Context: an optimization exercise on an open-source flow, tuned for small area. The choices shown serve that exercise and are no tape-out recipe. The RTL was checked by simulation tests, not by an equivalence proof against the original design. Power is estimated from default activity; no workload was simulated.

Design CannyEdge, start of the top module:
module CannyEdge(dAddrRegRow, dAddrRegCol, bWE, bCE, InData, OutData,
	OPMode, bOPEnable, dReadReg, dWriteReg,	clk, rst_b);
Size: roughly 1200 cells after synthesis, about 16000 um2 of cells after synthesis.
Settings: LEC_CHECK=0, CAP_MARGIN=20, CORE_MARGIN=2, CORE_UTILIZATION=70, CTS_BUF_LIST=sky130_fd_sc_hd__clkbuf_16, CTS_CLUSTER_DIAMETER=100, CTS_CLUSTER_SIZE=20, PLACE_DENSITY=0.8, SLEW_MARGIN=20; clock period 12.0 ns.
standard.sh (not shown) runs the stock make flow with config.mk's settings and CLKGATE_MAP_FILE= SYNTH_SCRIPT=/design/flow/synth_recipe.tcl, a recipe that flattens the netlist after the stock synthesis.
==> flow/flow/run.sh <==
#!/bin/bash
# Layout flow.
#  1. the standard synthesis (standard.sh synth).
#  2. The same synthesis script once more, with yosys synth's -noabc, so that
#     the full adders written in the RTL reach extract_fa unchanged (fewer
#     inverters). regmap.py checks that it has exactly the standard
#     synthesis's registers (paired by Q net, same cell types) and gives them
#     the standard instance names; if not, the standard netlist is used.
#  3. invopt.py removes inverters around full adders (same function, same
#     registers).
#  4. the standard layout from that netlist, with the port buffers made of
#     the smallest buffer.
# Each tool's output goes to a log file of its own in this folder.
set -euo pipefail
R="$PWD/orfs/results/sky130hd/CannyEdge/base"
bash standard.sh synth > synth.log 2>&1
cp "$R/1_2_yosys.v" std_1_2_yosys.v
sed 's/yosys synth -nofsm -noshare /yosys synth -nofsm -noshare -noabc /' synth_recipe.tcl > synth_noabc.tcl
sed -e "s|SYNTH_SCRIPT=[^ ]*|SYNTH_SCRIPT=$PWD/synth_noabc.tcl|" \
    -e "s|WORK_HOME=[^ ]*|WORK_HOME=$PWD/orfs_alt|" standard.sh > standard_alt.sh
SRC=std_1_2_yosys.v
if bash standard_alt.sh synth > synth_alt.log 2>&1 &&
   python3 flow/regmap.py std_1_2_yosys.v orfs_alt/results/sky130hd/CannyEdge/base/1_2_yosys.v alt_1_2_yosys.v > regmap.log 2>&1; then
  SRC=alt_1_2_yosys.v
fi
echo "netlist: $SRC" >> regmap.log
python3 flow/invopt.py "$SRC" "$R/1_2_yosys.v" > invopt.log 2>&1
rm -f "$R/1_synth.odb" "$R/1_synth.sdc"
export BUFFER_PORTS_ARGS="-buffer_cell sky130_fd_sc_hd__buf_1"
bash standard.sh > layout.log 2>&1
Other scripts of this flow, unchanged in this note and not shown: flow/flow/invopt.py, flow/flow/regmap.py
The baseline ran to the end with no violations.
Change:
--- a/flow/flow/run.sh
+++ b/flow/flow/run.sh
@@ -12 +12,3 @@
-#     the smallest buffer.
+#     the smallest buffer, clock tree synthesis without dummy loads, and
+#     power recovery (downsizing of gates off the critical paths) after global
+#     routing.
@@ -29,0 +32,2 @@
+export CTS_ARGS="-sink_clustering_enable -repair_clock_nets -sink_clustering_size 20 -sink_clustering_max_diameter 100 -buf_list sky130_fd_sc_hd__clkbuf_16 -dont_use_dummy_load"
+export RECOVER_POWER=100
Effect:
- With this change the flow finished with capacitance limit, slew limit left
- sequential power is about the same
- routed wire length is about the same
- setup slack loses 0.71 ns
- die area stays the same
- cell area fell by 0.65%
- flip-flop and latch count stays the same
- global-route usage hardly moves
- via count hardly moves

* * *

v26:
Starting RTL as in the previous note.
export LEC_CHECK = 0
export CAP_MARGIN = 20
export CORE_MARGIN = 2
export CORE_UTILIZATION = 70
export CTS_BUF_LIST = sky130_fd_sc_hd__clkbuf_16
export CTS_CLUSTER_DIAMETER = 100
export CTS_CLUSTER_SIZE = 20
export PLACE_DENSITY = 0.8
export SLEW_MARGIN = 20
create_clock -name core_clock -period 12.0 [get_ports {clk}]
run.sh (not shown) runs the stock make flow with config.mk's settings and CLKGATE_MAP_FILE= SYNTH_SCRIPT=/design/flow/synth_recipe.tcl, a recipe that flattens the netlist after the stock synthesis.
Stock flow here: none of the scripts above is used.
v26 closes out successfully: all stages finished, all timing, DRC and antenna checks passed.
Changes in v2 relative to v26:
- CTS_BUF_LIST: sky130_fd_sc_hd__clkbuf_16 -> unset
- CTS_CLUSTER_DIAMETER: 100 -> unset
- PLACE_DENSITY: 0.8 -> unset
- CORE_UTILIZATION: 70 -> 40
- CTS_CLUSTER_SIZE: 20 -> unset
Notes after the runs:
- v2: share of cell area taken by flip-flops and latches is 1.8 points lower than what v26 reported.
- Clock skew, v26 and v2: smaller value in v26
- Compared with v26, v2 shows height of the die that has gone up by more than a quarter.
- The effective utilization at floorplan number comes out higher for v26 vs v2.
- Changes observed in v2 relative to v26: detailed router's first-iteration violation count went down about 23%, buffer count excluding the clock tree in the final layout went up 8, worst-case headroom to the max-slew limit went up 3.0 points.
- v2 ends up with higher clock buffer count from CTS than v26 does.
- Changes observed in v2 relative to v26: static power due to leakage up about 3.5%, total power picked up an extra about 5.7%.
### v2 -> v5
- CTS_CLUSTER_SIZE newly set to 30
- CAP_MARGIN changed from 20 to 0
- SLEW_MARGIN changed from 20 to 0
- CTS_BUF_LIST newly set to sky130_fd_sc_hd__clkbuf_8
--- outcome ---
- Global-route wire length before repair on v5 is behind v2.
- v5 against v2: maximum VDD drop went up by 1.6%, number of DRC markers in iteration 0 picked up an extra 8.6%.
Setup changes, v5 to v12
- changing CAP_MARGIN from 0 to 20
- setting PLACE_DENSITY to 0.8 for the first time
- changing SLEW_MARGIN from 0 to 20
- setting CTS_CLUSTER_DIAMETER to 60 for the first time
- changing CTS_CLUSTER_SIZE from 30 to 12
- changing CORE_UTILIZATION from 40 to 70
Findings:
- The sequential share of layout area of v12 exceeds that of v5 by 1.6 points.
- From v5 to v12 the numbers moved as follows: final total power shows a reduction of 4.5%, cell area shows a reduction of about 3.7%.
- Wire: v12 routes less than v5
- Against v5 as the reference, v12 delivers a higher share of power burned in combinational logic.

[static timing again, ports no longer ideal]
In the flow no input, the clock included, has a driving cell. The finished layouts below were timed again as built, in two steps.
Step 1 (the two cells are an assumption about what drives the block):
set clk [get_ports {clk}]
set_driving_cell -lib_cell sky130_fd_sc_hd__clkbuf_16 $clk
set_driving_cell -lib_cell sky130_fd_sc_hd__buf_2 [delete_from_list [all_inputs] $clk]
Step 2 adds t to the input delays and takes it off the output delays; t is the mean of the earliest and latest rising clock arrival at the registers after step 1. Input paths then give back, and output paths get back, about the clock's delay inside the block.
Slacks: no drivers / after step 1 / after step 2; pairs: no drivers / after step 1.
run	shift t [ns]	setup slack, ns	worst register clock-pin slew, ns	worst data-port slew with drivers (ns)
the first run of note 1	0.548	2.448 / 2.472 / 1.924	0.09 / 0.09	0.03
the second run of note 1	0.540	1.736 / 1.762 / 1.222	0.09 / 0.09	0.03
v26	0.554	2.317 / 2.344 / 1.790	0.09 / 0.09	0.04
v2	0.616	2.172 / 2.204 / 1.588	0.07 / 0.07	0.03
v5	0.634	2.229 / 2.258 / 1.624	0.07 / 0.07	0.03
v12	0.649	2.425 / 2.448 / 1.800	0.09 / 0.09	0.04
The setup slack of v12, which loses most, moves by +0.023 ns with the drivers and by -0.625 ns with both steps.
